From an optimization exercise on the open Yosys and OpenROAD flow, aimed at small area; shortcuts taken in it are not production practice.
Function was checked by simulation only, so behaviour that the tests miss may differ from the original.
Power is estimated from default activity; no workload was simulated.

==> flow/design.v <==
module top_module (
    input  wire         clk,
    input  wire         rst,
    input  wire         white_turn,
    input  wire [7:0]   col_in,
    output reg  [2:0]   row_addr,
    output reg          row_addr_en,
    output wire [255:0] piece_values,
    output reg          move_executed,
    output reg          invalid_move,
    output reg  [2:0]   start_row,
    output reg  [2:0]   start_col,
    output reg  [2:0]   end_row,
    output reg  [2:0]   end_col,
    output reg  [3:0]   lifted_piece
);
    reg  [3:0] div;       
    reg        running;   
    reg  [7:0] col_d;     
    wire [63:0] sn;       
    wire row_step = (div == 4'd1) & running;
    always @(posedge clk or posedge rst) begin
        if (rst) begin
            div         <= 4'd0;
            running     <= 1'b0;
            row_addr    <= 3'd0;
            row_addr_en <= 1'b1;
        end else begin
            div         <= div + 4'd1;
            running     <= running | (div == 4'd15);
            row_addr_en <= 1'b0;
            if (row_step)
                row_addr <= row_addr + 3'd1;
        end
    end
    always @(posedge clk)
        col_d <= col_in;
    genvar gr, gc;
    wire [7:0] row_we = {8{row_step}} & (8'd1 << row_addr);
    generate
        for (gr = 0; gr < 8; gr = gr + 1) begin : srow
            for (gc = 0; gc < 8; gc = gc + 1) begin : scol
                reg q;
                assign sn[gr*8+gc] = q;
                if (gr == 7 && gc == 0) begin : rbit
                    always @(posedge clk or posedge rst)
                        if (rst)
                            q <= 1'b1;
                        else if (row_we[gr])
                            q <= col_d[gc];
                end else begin : nbit
                    always @(posedge clk)
                        if (row_we[gr])
                            q <= col_d[gc];
                end
            end
        end
    endgenerate
    wire match = (sn == 64'h0000_FFFF_FFFF_0000);
    localparam [2:0] S_IDLE_C = 3'd0;   
    localparam [2:0] S_IDLE_M = 3'd1;   
    localparam [2:0] S_DL     = 3'd2;
    localparam [2:0] S_DLS    = 3'd3;
    localparam [2:0] S_WP     = 3'd4;
    localparam [2:0] S_WPS    = 3'd5;
    localparam [2:0] S_VAL    = 3'd6;
    localparam [2:0] S_IW     = 3'd7;
    reg        proc;        
    reg  [2:0] st;
    reg  [5:0] idx;         
    reg        cap_valid;
    reg  [5:0] cap_idx;
    wire [255:0] board;
    assign piece_values = board;
    wire [5:0] sidx  = {start_row, start_col};
    wire       at_start = (idx == sidx);
    wire       val = (st == S_VAL);
    wire [2:0] sr = start_row, sc = start_col;
    wire [2:0] er = idx[5:3],  ec = idx[2:0];
    wire [3:0] dr = {1'b0, er} - {1'b0, sr};
    wire [3:0] dc = {1'b0, ec} - {1'b0, sc};
    wire [2:0] adr = dr[3] ? (3'd0 - dr[2:0]) : dr[2:0];
    wire [2:0] adc = dc[3] ? (3'd0 - dc[2:0]) : dc[2:0];
    wire hz = (dr == 4'd0);
    wire vt = (dc == 4'd0);
    wire dg = (adr == adc);
    wire same_sign = (dr[3] == dc[3]);
    wire [3:0] d1 = {1'b0, sr} - {1'b0, sc} + 4'd7;   
    wire [3:0] d2 = {1'b0, sr} + {1'b0, sc};          
    wire [7:0] rbt, cbt;
    genvar gk;
    generate
        for (gk = 0; gk < 8; gk = gk + 1) begin : rc
            assign rbt[gk] = (gk > sr && gk < er) || (gk > er && gk < sr);
            assign cbt[gk] = (gk > sc && gk < ec) || (gk > ec && gk < sc);
        end
    endgenerate
    wire [7:0] ic = 8'd1 << idx[2:0];
    wire [7:0] ir = 8'd1 << idx[5:3];
    wire [7:0] sr_oh = 8'd1 << sr;
    wire [7:0] sc_oh = 8'd1 << sc;
    wire [7:0] rs  = val ? (hz ? sr_oh : rbt) : ir;
    wire [7:0] csa = val ? (hz ? cbt : (vt ? sc_oh : 8'd0)) : ic;
    wire diag = val & ~hz & ~vt;
    wire [14:0] ds1 = {15{diag &  same_sign}} & (15'd1 << d1);   
    wire [14:0] ds2 = {15{diag & ~same_sign}} & (15'd1 << d2);   
    wire [39:0] rowsel;    
    wire [4:0] sel;
    genvar gm, gn;
    generate
        for (gm = 0; gm < 8; gm = gm + 1) begin : mrow
            wire [39:0] t;
            for (gn = 0; gn < 8; gn = gn + 1) begin : mcol
                wire cs = (gm == 0 || gm == 7 || gn == 0 || gn == 7) ? csa[gn] :
                          (csa[gn] | ds1[gm-gn+7] | ds2[gm+gn]);
                assign t[gn*5 +: 5] = {sn[gm*8+gn], board[(gm*8+gn)*4 +: 4]} & {5{cs}};
            end
            assign rowsel[gm*5 +: 5] = t[0 +: 5] | t[5 +: 5] | t[10 +: 5] | t[15 +: 5] |
                                       t[20 +: 5] | t[25 +: 5] | t[30 +: 5] | t[35 +: 5];
        end
    endgenerate
    assign sel = (rowsel[0 +: 5] & {5{rs[0]}}) | (rowsel[5 +: 5] & {5{rs[1]}}) |
                 (rowsel[10 +: 5] & {5{rs[2]}}) | (rowsel[15 +: 5] & {5{rs[3]}}) |
                 (rowsel[20 +: 5] & {5{rs[4]}}) | (rowsel[25 +: 5] & {5{rs[5]}}) |
                 (rowsel[30 +: 5] & {5{rs[6]}}) | (rowsel[35 +: 5] & {5{rs[7]}});
    wire [3:0] bsel  = sel[3:0];
    wire       occ_x = bsel[0] | bsel[1] | bsel[2];    
    wire       sens_x = ~sel[4];
    reg occ_e, blk_e;
    always @(posedge clk) begin
        occ_e <= occ_x;
        blk_e <= bsel[3];
    end
    wire clear = ~occ_x;
    wire dest_ok = !occ_e || (blk_e == white_turn);
    wire knight  = (adr == 3'd2 && adc == 3'd1) || (adr == 3'd1 && adc == 3'd2);
    wire king    = (adr <= 3'd1) && (adc <= 3'd1);
    wire rook    = (hz || vt) && clear;
    wire bishop  = dg && clear;
    wire w_fwd1  = (dr == 4'hF);
    wire b_fwd1  = (dr == 4'h1);
    wire pawn_w  = white_turn && lifted_piece == 4'h1 &&
                   ((w_fwd1 && vt && !occ_e) ||
                    (sr == 3'd6 && er == 3'd4 && vt && !occ_e && clear) ||
                    (w_fwd1 && adc == 3'd1 && occ_e && blk_e));
    wire pawn_b  = !white_turn && lifted_piece == 4'hF &&
                   ((b_fwd1 && vt && !occ_e) ||
                    (sr == 3'd1 && er == 3'd3 && vt && !occ_e && clear) ||
                    (b_fwd1 && adc == 3'd1 && occ_e && !blk_e));
    reg rule_ok;
    always @* begin
        case (lifted_piece)
            4'h1, 4'hF: rule_ok = pawn_w | pawn_b;
            4'h4, 4'hC: rule_ok = rook;
            4'h5, 4'hB: rule_ok = knight;
            4'h6, 4'hA: rule_ok = bishop;
            4'h3, 4'hD: rule_ok = rook | bishop;
            4'h2, 4'hE: rule_ok = king;
            default:    rule_ok = 1'b0;
        endcase
    end
    wire valid = dest_ok & rule_ok;
    wire lift     = occ_x & ~sens_x;
    wire own      = white_turn ? ~bsel[3] : bsel[3];
    wire place    = ~at_start & ((~occ_x & sens_x) |
                                 (cap_valid & (idx == cap_idx) & occ_x & sens_x));
    wire returned = at_start & sens_x;
    always @(posedge clk or posedge rst) begin
        if (rst) begin
            st <= S_IDLE_C;
        end else begin
            case (st)
                S_IDLE_C, S_IDLE_M: st <= S_DL;
                S_DL:  st <= S_DLS;
                S_DLS: if (lift) st <= own ? S_WP : S_IW;
                S_WP:  st <= S_WPS;
                S_WPS: if (returned) st <= S_WP; else if (place) st <= S_VAL;
                S_VAL: st <= valid ? S_IDLE_M : S_IW;
                S_IW:  if (sens_x) st <= S_IDLE_C;
            endcase
        end
    end
    always @(posedge clk) begin
        case (st)
            S_DL, S_WP: idx <= 6'd0;
            S_DLS: if (!lift) idx <= idx + 6'd1;
            S_WPS: if (!returned && !place) idx <= idx + 6'd1;
            S_VAL: if (!valid) idx <= sidx;
            default: ;
        endcase
        if (st == S_DLS && lift && own)
            cap_valid <= 1'b0;
        else if (st == S_WPS && !at_start && occ_x && !sens_x) begin
            cap_valid <= 1'b1;
            cap_idx   <= idx;
        end
    end
    always @(posedge clk or posedge rst) begin
        if (rst) begin
            proc          <= 1'b0;
            move_executed <= 1'b0;
            invalid_move  <= 1'b0;
            start_row     <= 3'd0;
            start_col     <= 3'd0;
            end_row       <= 3'd0;
            end_col       <= 3'd0;
            lifted_piece  <= 4'd0;
        end else begin
            proc          <= proc | match;
            move_executed <= proc & (st == S_IDLE_M);
            invalid_move  <= (~proc & ~match) | (st == S_IW);
            if (st == S_WP) begin
                start_row <= idx[5:3];
                start_col <= idx[2:0];
            end
            if (st == S_VAL) begin
                end_row <= idx[5:3];
                end_col <= idx[2:0];
            end
            if (st == S_IDLE_C)
                lifted_piece <= 4'd0;
            else if (st == S_WP || st == S_IW)
                lifted_piece <= bsel;
        end
    end
    localparam [255:0] INIT = {
        32'h45623654, 32'h11111111, 32'h00000000, 32'h00000000,
        32'h00000000, 32'h00000000, 32'hFFFFFFFF, 32'hCBAEDABC };
    wire load = ~proc & match;
    wire upd  = proc & (st == S_IDLE_M);
    wire [5:0] eidx = {end_row, end_col};
    wire [7:0] e_r = {8{upd}} & (8'd1 << end_row);
    wire [7:0] e_c = 8'd1 << end_col;
    wire [7:0] s_r = {8{upd}} & (8'd1 << start_row);
    wire [7:0] s_c = 8'd1 << start_col;
    generate
        for (gk = 0; gk < 64; gk = gk + 1) begin : sq
            reg [3:0] q;
            assign board[gk*4 +: 4] = q;
            wire wr   = e_r[gk/8] & e_c[gk%8];
            wire keep = ~(wr | (s_r[gk/8] & s_c[gk%8]));
            wire [3:0] d = (q & {4{keep}}) | (lifted_piece & {4{wr}}) |
                           (INIT[gk*4 +: 4] & {4{load}});
            always @(posedge clk or posedge rst) begin
                if (rst) q <= 4'd0;
                else     q <= d;
            end
        end
    endgenerate
endmodule
Settings: LEC_CHECK=0, ABC_AREA=1, CAP_MARGIN=10, CORE_MARGIN=2, CORE_UTILIZATION=55, SLEW_MARGIN=10; clock period 12.0 ns.
standard.sh (not shown) runs the stock make flow with config.mk's settings and CLKGATE_MAP_FILE= SYNTH_SCRIPT=/design/flow/synth_recipe.tcl, a recipe that flattens the netlist after the stock synthesis.
==> flow/flow/run.sh <==
#!/bin/bash
# Own layout flow: the standard flow (standard.sh) with three changes that
# only affect how the layout is made:
#  1. Yosys's ABC step maps the logic with an area-oriented script
#     (flow/abc_area.script) instead of ORFS's, and adders are left to ABC
#     instead of being mapped to half/full-adder cells; the rest of the
#     synthesis, and so every register, is the standard one.
#  2. Ports are buffered with the smallest buffer (buf_1).
#  3. Clock tree synthesis without dummy loads, with smaller buffers and
#     larger sink clusters.
# Each step's full output goes to a log file in this folder.
set -euo pipefail
w=$(pwd)
rm -rf "$w/sd"
cp -r "$FLOW_HOME/scripts" "$w/sd"
cp "$w/flow/abc_area.script" "$w/sd/abc_area.script"
export SCRIPTS_DIR="$w/sd"
export ABC_AREA=1
export ADDER_MAP_FILE=
bash standard.sh synth > "$w/synth.log" 2>&1
export BUFFER_PORTS_ARGS="-buffer_cell sky130_fd_sc_hd__buf_1"
export CTS_ARGS="-sink_clustering_enable -repair_clock_nets -dont_use_dummy_load -sink_clustering_size 10 -sink_clustering_max_diameter 60 -buf_list {sky130_fd_sc_hd__clkbuf_8}"
bash standard.sh finish > "$w/layout.log" 2>&1
==> flow/flow/abc_area.script <==
&get -n
&st
&dch -f
&nf -R 1000
&put
topo
The starting point finished with timing, DRC and antenna clean.
Rerun with:
--- a/flow/design.v
+++ b/flow/design.v
@@ -17,7 +17,7 @@
     reg  [3:0] div;       
     reg        running;   
     reg  [7:0] col_d;     
-    wire [63:0] sn;       
+    wire [63:0] sd;       
     wire row_step = (div == 4'd1) & running;
     always @(posedge clk or posedge rst) begin
         if (rst) begin
@@ -41,22 +41,22 @@
         for (gr = 0; gr < 8; gr = gr + 1) begin : srow
             for (gc = 0; gc < 8; gc = gc + 1) begin : scol
                 reg q;
-                assign sn[gr*8+gc] = q;
+                assign sd[gr*8+gc] = q;
+                wire din = (gr >= 2 && gr <= 5) ? ~col_d[gc] : col_d[gc];
                 if (gr == 7 && gc == 0) begin : rbit
                     always @(posedge clk or posedge rst)
                         if (rst)
                             q <= 1'b1;
                         else if (row_we[gr])
-                            q <= col_d[gc];
+                            q <= din;
                 end else begin : nbit
                     always @(posedge clk)
                         if (row_we[gr])
-                            q <= col_d[gc];
+                            q <= din;
                 end
             end
         end
     endgenerate
-    wire match = (sn == 64'h0000_FFFF_FFFF_0000);
     localparam [2:0] S_IDLE_C = 3'd0;   
     localparam [2:0] S_IDLE_M = 3'd1;   
     localparam [2:0] S_DL     = 3'd2;
@@ -99,8 +99,8 @@
     wire [7:0] ir = 8'd1 << idx[5:3];
     wire [7:0] sr_oh = 8'd1 << sr;
     wire [7:0] sc_oh = 8'd1 << sc;
-    wire [7:0] rs  = val ? (hz ? sr_oh : rbt) : ir;
-    wire [7:0] csa = val ? (hz ? cbt : (vt ? sc_oh : 8'd0)) : ic;
+    wire [7:0] rs  = ~proc ? 8'hFF : val ? (hz ? sr_oh : rbt) : ir;
+    wire [7:0] csa = ~proc ? 8'hFF : val ? (hz ? cbt : (vt ? sc_oh : 8'd0)) : ic;
     wire diag = val & ~hz & ~vt;
     wire [14:0] ds1 = {15{diag &  same_sign}} & (15'd1 << d1);   
     wire [14:0] ds2 = {15{diag & ~same_sign}} & (15'd1 << d2);   
@@ -113,7 +113,7 @@
             for (gn = 0; gn < 8; gn = gn + 1) begin : mcol
                 wire cs = (gm == 0 || gm == 7 || gn == 0 || gn == 7) ? csa[gn] :
                           (csa[gn] | ds1[gm-gn+7] | ds2[gm+gn]);
-                assign t[gn*5 +: 5] = {sn[gm*8+gn], board[(gm*8+gn)*4 +: 4]} & {5{cs}};
+                assign t[gn*5 +: 5] = {sd[gm*8+gn], board[(gm*8+gn)*4 +: 4]} & {5{cs}};
             end
             assign rowsel[gm*5 +: 5] = t[0 +: 5] | t[5 +: 5] | t[10 +: 5] | t[15 +: 5] |
                                        t[20 +: 5] | t[25 +: 5] | t[30 +: 5] | t[35 +: 5];
@@ -125,7 +125,8 @@
                  (rowsel[30 +: 5] & {5{rs[6]}}) | (rowsel[35 +: 5] & {5{rs[7]}});
     wire [3:0] bsel  = sel[3:0];
     wire       occ_x = bsel[0] | bsel[1] | bsel[2];    
-    wire       sens_x = ~sel[4];
+    wire       sens_x = sel[4] ^ (idx[5] ~^ idx[4]);    
+    wire       match  = ~sel[4];                       
     reg occ_e, blk_e;
     always @(posedge clk) begin
         occ_e <= occ_x;
Outcome: Clock skew increases by 0.028 ns. Critical path depth increases by 1. Utilization increases by 0.70 points. Total power increases by 130%. Routed wire length barely changes. Worst setup slack gets better by 0.36 ns. First-iteration DRC count decreases by 9.5%. Design area decreases by 0.49%. Global-route usage increases by 0.28 points. Sequential share of layout area increases by 0.25 points. Synthesized area stays flat. Cell count does not change.

what the ideal ports hide:
The results above use ideal ports. As a check the final layouts listed here were re-extracted and re-timed, cells and wires unchanged.
Step 1, drivers: a clkbuf_16 drives clk and a buf_2 each remaining input, both assumed.
Step 2 adds t to the input delays and takes it off the output delays; t is the mean of the earliest and latest rising clock arrival at the registers after step 1. Input paths then give back, and output paths get back, about the clock's delay inside the block.
a / b / c = ideal / step 1 / step 2; a / b = the first two.
run | t (ns) | slack for setup (ns) | worst setup path at the end | worst slew at a driven data input, ns
the first run | 0.605 | 4.734 / 4.734 / 4.734 | register to register | 0.03
the second run | 0.606 | 5.092 / 5.092 / 5.092 | register to register | 0.03
After both steps setup and hold are still met in every run listed.
